This is an optimization exercise on Yosys and OpenROAD, whose aim is small area, not a production implementation.
In this exercise RTL edits were held to simulation tests only and were not proved equivalent to the original.
Power and IR drop assume default switching activity.

==> 02-26 <==
// UART
module UART(
    input clk,
    input rst,
    input start,
    output reg tx,
    input rx,
    output reg [7:0] rxdata,
    output reg Rxflag
    );
==> module UART, before the edit <==
module UART(
    input clk,
    input rst,
    input start,
    output reg tx,
    input rx,
    output reg [7:0] rxdata,
    output reg Rxflag
    );
    parameter clk_value=100_000_000;
    parameter baud=9600;
    parameter wait_count=clk_value/baud;
    reg bitdone;
    integer count;
    parameter idle=0,send=1,check=2;
    reg[1:0] state;
    always@(posedge clk)
    begin
    if(rst)
    begin
        count <=0;
        bitdone <=1'b0;
    end
    else if(state == idle)
    begin
        count <=0;
    end
    else begin
        if(count == wait_count)
        begin
            bitdone <=1'b1;
            count <=0;
        end
        else
        begin
            count<=count+1;
            bitdone <=1'b0;
        end
    end
    end
    reg[9:0] txData;
    integer Bitidx;
    always@(posedge clk)
    begin
    if(rst)
    begin
        tx     <=1'b1;
        txData <=10'h000;
        Bitidx <=0;
        state  <=idle;
    end
    else
    case(state)
        idle: begin
            tx     <=1'b1;
            txData <=8'h00;
            Bitidx=0;
            if(start==1'b1)
            begin
                txData <={1'b1,8'h41,1'b0};
                state <=send;
            end
            else
            begin
                state <=idle;
            end
            end
         send: begin
            tx     <= txData[Bitidx];
            Bitidx <=Bitidx+1;
            state  <=check;
         end
         check: begin
         if(bitdone == 1'b1)
            begin
            if(Bitidx==10)
                begin
                state <=idle;
                end
             else
                begin
                state <=send;
                end   
            end
         end
    default : state <=idle;   
    endcase
    end
    integer rcount;
    integer rindex;
    parameter ridle=0,rwait=1,recv=2,rcheck=3;
    reg [1:0] rstate;
    always@(posedge clk)
    begin
    if(rst)
    begin
        Rxflag <=1'b0;
        rxdata <=8'h00;
        rindex <=0;
        rcount <=0;
        rstate <=ridle;
    end
    else
    case(rstate)
    ridle:
        begin
            Rxflag <=0;
            rxdata <=8'h00;
            rindex <=0;
            if(rx == 1'b0)
            begin
                rstate <= recv;
            end
            else
            begin
                rstate <=ridle;
            end
        end
    rwait:
        begin
            if(rcount < wait_count/2 )
            begin
                rcount <= rcount+1;
                rstate <= rwait;
            end
            else
            begin
                rcount <=0;
                rstate <=recv;
                rxdata <={rx,rxdata[7:1]};
            end
        end    
    recv:
        begin
            if(bitdone == 1'b1)
            begin
                rstate <= rcheck;
            end
            else
            begin
                rstate <=recv;
           end
        end
     rcheck:
        begin
        if(rindex <8)
            begin
                rindex <= rindex+1;
                rstate <= rwait;
            end
        else
            begin
                rstate <=ridle;
                rindex <=0;
                Rxflag <= 1'b1;
            end    
        end 
    default : rstate <=ridle;      
    endcase
    end
endmodule
clock: 10.0 ns
lec_check: 0
cap_margin: 20
core_margin: 2
core_utilization: 40
place_density: 0.6
slew_margin: 20
run.sh (not shown) runs the stock make flow with config.mk's settings and CLKGATE_MAP_FILE= SYNTH_SCRIPT=/design/flow/synth_recipe.tcl, a recipe that flattens the netlist after the stock synthesis.
==> 03-23 (differences from 02-26) <==
==> flow/design.v (replaced) <==
`timescale 1ns / 1ps
module UART(
    input clk,
    input rst,
    input start,
    output tx,
    input rx,
    output reg [7:0] rxdata,
    output Rxflag
    );
    localparam [13:0] C_START = 14'd5147, C_TERM = 14'd4416, C_MASK = 14'd10943, C_POL = 14'd10922;
    localparam [12:0] R_START = 13'd7005, R_TERM = 13'd392, R_MASK = 13'd1663, R_POL = 13'd2730;
    reg p0;
    reg [3:0] m;
    wire idle = ~p0 & (m == 4'd0);
    wire m10 = m[3] & m[1];                  
    assign tx = ~(m[0] | m[2]);             
    reg [13:0] cq;
    wire [13:0] c = cq ^ C_POL;
    wire cterm = (c & C_MASK) == (C_TERM & C_MASK);
    wire cclr = rst | idle | cterm;
    wire [13:0] c_nx = cclr ? C_START : {c[12:0], c[12] ^ c[13]};
    reg bitdone;
    always @(posedge clk) begin
        cq <= c_nx ^ C_POL;
        bitdone <= ~rst & ~idle & cterm;
    end
    always @(posedge clk) begin
        p0 <= ~rst & ((idle & start) | (bitdone & ~m10));
        if (rst | (bitdone & m10)) m <= 4'd0;
        else if (p0) m <= m + 4'd1;
    end
    localparam RI = 2'd0, RW = 2'd1, RR = 2'd2, RC = 2'd3;
    reg [1:0] rstate;
    reg [3:0] rindex;
    reg [12:0] rq;
    wire [12:0] r = rq ^ R_POL;
    wire rterm = (r & R_MASK) == (R_TERM & R_MASK);
    wire rw = rstate == RW;
    wire [12:0] r_nx = (rst | ~rw | rterm) ? R_START : {r[11:0], r[3] ^ r[12]};
    always @(posedge clk) rq <= r_nx ^ R_POL;
    assign Rxflag = (rstate == RI) & rindex[3];
    always @(posedge clk)
    if (rst) begin
        rxdata <= 8'h00;
        rindex <= 4'd0;
        rstate <= RI;
    end else case (rstate)
        RI: begin
            rxdata <= 8'h00;
            rindex <= 4'd0;
            if (!rx) rstate <= RR;
        end
        RW: if (rterm) begin
            rstate <= RR;
            rxdata <= {rx, rxdata[7:1]};
        end
        RR: if (bitdone) rstate <= RC;
        default: if (!rindex[3]) begin
            rindex <= rindex + 4'd1;
            rstate <= RW;
        end else
            rstate <= RI;
    endcase
endmodule
==> 02-27 (differences from 02-26) <==
==> flow/design.v (replaced) <==
`timescale 1ns / 1ps
module UART(
    input clk,
    input rst,
    input start,
    output reg tx,
    input rx,
    output reg [7:0] rxdata,
    output reg Rxflag
    );
    parameter clk_value=100_000_000;
    parameter baud=9600;
    parameter wait_count=clk_value/baud;
    reg bitdone;
    reg [13:0] count;
    parameter idle=0,send=1,check=2;
    reg [1:0] state;
    always@(posedge clk)
    begin
    if(rst) begin
        count <=0;
        bitdone <=1'b0;
    end
    else if(state == idle)
        count <=0;
    else if(count == wait_count) begin
        bitdone <=1'b1;
        count <=0;
    end
    else begin
        count<=count+1'b1;
        bitdone <=1'b0;
    end
    end
    localparam [9:0] txData = {1'b1,8'h41,1'b0};
    reg [3:0] Bitidx;
    always@(posedge clk)
    begin
    if(rst) begin
        tx     <=1'b1;
        Bitidx <=0;
        state  <=idle;
    end
    else
    case(state)
        idle: begin
            tx     <=1'b1;
            Bitidx <=0;
            if(start) state <=send;
        end
        send: begin
            tx     <= txData[Bitidx];
            Bitidx <=Bitidx+1'b1;
            state  <=check;
        end
        default: begin
            if(bitdone)
                state <= (Bitidx==10) ? idle : send;
        end
    endcase
    end
    reg [12:0] rcount;
    reg [3:0] rindex;
    parameter ridle=0,rwait=1,recv=2,rcheck=3;
    reg [1:0] rstate;
    always@(posedge clk)
    begin
    if(rst) begin
        Rxflag <=1'b0;
        rxdata <=8'h00;
        rindex <=0;
        rcount <=0;
        rstate <=ridle;
    end
    else
    case(rstate)
    ridle: begin
        Rxflag <=0;
        rxdata <=8'h00;
        rindex <=0;
        if(rx == 1'b0) rstate <= recv;
    end
    rwait: begin
        if(rcount < wait_count/2) rcount <= rcount+1'b1;
        else begin
            rcount <=0;
            rstate <=recv;
            rxdata <={rx,rxdata[7:1]};
        end
    end
    recv: if(bitdone) rstate <= rcheck;
    rcheck: begin
        if(rindex[3]==1'b0) begin
            rindex <= rindex+1'b1;
            rstate <= rwait;
        end else begin
            rstate <=ridle;
            rindex <=0;
            Rxflag <= 1'b1;
        end
    end
    endcase
    end
endmodule
==> notes.md <==
- The final area of 02-26 is 2.6 times that of 02-27.
- Against 03-23, the critical path depth of 02-26 is higher by 4.
- The lowest count of clock-buffer cells in the layout belongs to 03-23, the highest to 02-26.
- The highest sequential power belongs to 02-26, the lowest to 03-23.
- Worst hold slack, highest first: 02-26, 02-27, 03-23.
- Sequential cell count, highest first: 02-26, 02-27, 03-23.
- Between 03-23 and 02-26, the lower clock power is in 03-23 (gap about 80%, measured against 02-26).
- The highest register-to-register slack belongs to 03-23, the lowest to 02-26.
- Non-clock buffer count: 03-23 < 02-27 < 02-26.
==> figures <==
metric	02-26	03-23	02-27
Global-route track usage on met3	4.52%	5.41%	2.31%
Share of cells above drive strength 1	6.29%	7.37%	5.18%
Power in the clock group	0.639 mW	0.111 mW	0.146 mW
Sequential element share of the synthesized area	43.3%	55.5%	37.3%
Clock root buffer master	sky130_fd_sc_hd__clkbuf_16	sky130_fd_sc_hd__clkbuf_8	sky130_fd_sc_hd__clkbuf_8
Combinational cell power	0.0246 mW	0.0781 mW	0.111 mW
Global routing's busiest layer	met2	met2	met1
Average routed wire per standard cell	13.0 um	11.6 um	12.6 um
Design internal power	0.986 mW	0.283 mW	0.329 mW
Non-CTS buffers	17	13	15
Hold Path Origin	txData[7]$_SDFFE_PP0P_	rq[11]$_DFF_P_	rindex[3]$_SDFFE_PP0P_
Worst-skew pair later-pin latency	420 ps	300 ps	300 ps
Sequential fraction of design power	46.6%	53.3%	46.9%
Fraction of area in registers	37.9%	48.1%	34.4%
Outcome	finished clean	finished clean	finished clean
Number of clock buffers inserted by TritonCTS	17	5	5
Largest stage delay, worst path	830 ps	530 ps	470 ps
Vias/cell	5.14	4.89	5.47
Sinks on Clock Net	144	47	50

re-timing with driven ports:
No port has a modelled driver above. Below, the same layouts with a new extraction and two added sets of constraints. Step 1: set_driving_cell puts a clkbuf_16 on clk and a buf_2 on each other input, an assumption about the parent block. Step 2 moves the port delays by t, midway between the first and last clock arrival at a register: inputs arrive t later, outputs are due t later. That takes back most of the time a late clock gives input paths. Three values: ideal ports, drivers, drivers and shift; two values: the first two.
| run | t, ns | setup WS [ns] | worst setup path at the end | clock arrival spread, ns | worst data-port slew with drivers (ns) |
|---|---|---|---|---|---|
| 02-26 | 0.457 | 5.713 / 5.727 / 5.270 | input to register | 0.010 / 0.010 | 0.07 |
| 03-23 | 0.321 | 6.255 / 6.230 / 6.178 | input to register | 0.011 / 0.011 | 0.03 |
| 02-27 | 0.325 | 6.420 / 6.427 / 6.102 | input to register | 0.014 / 0.014 | 0.03 |
After both steps setup and hold are still met in every run listed. For 02-26, which loses most, drivers alone change the setup slack by +0.014 ns; drivers and shift together by -0.443 ns.
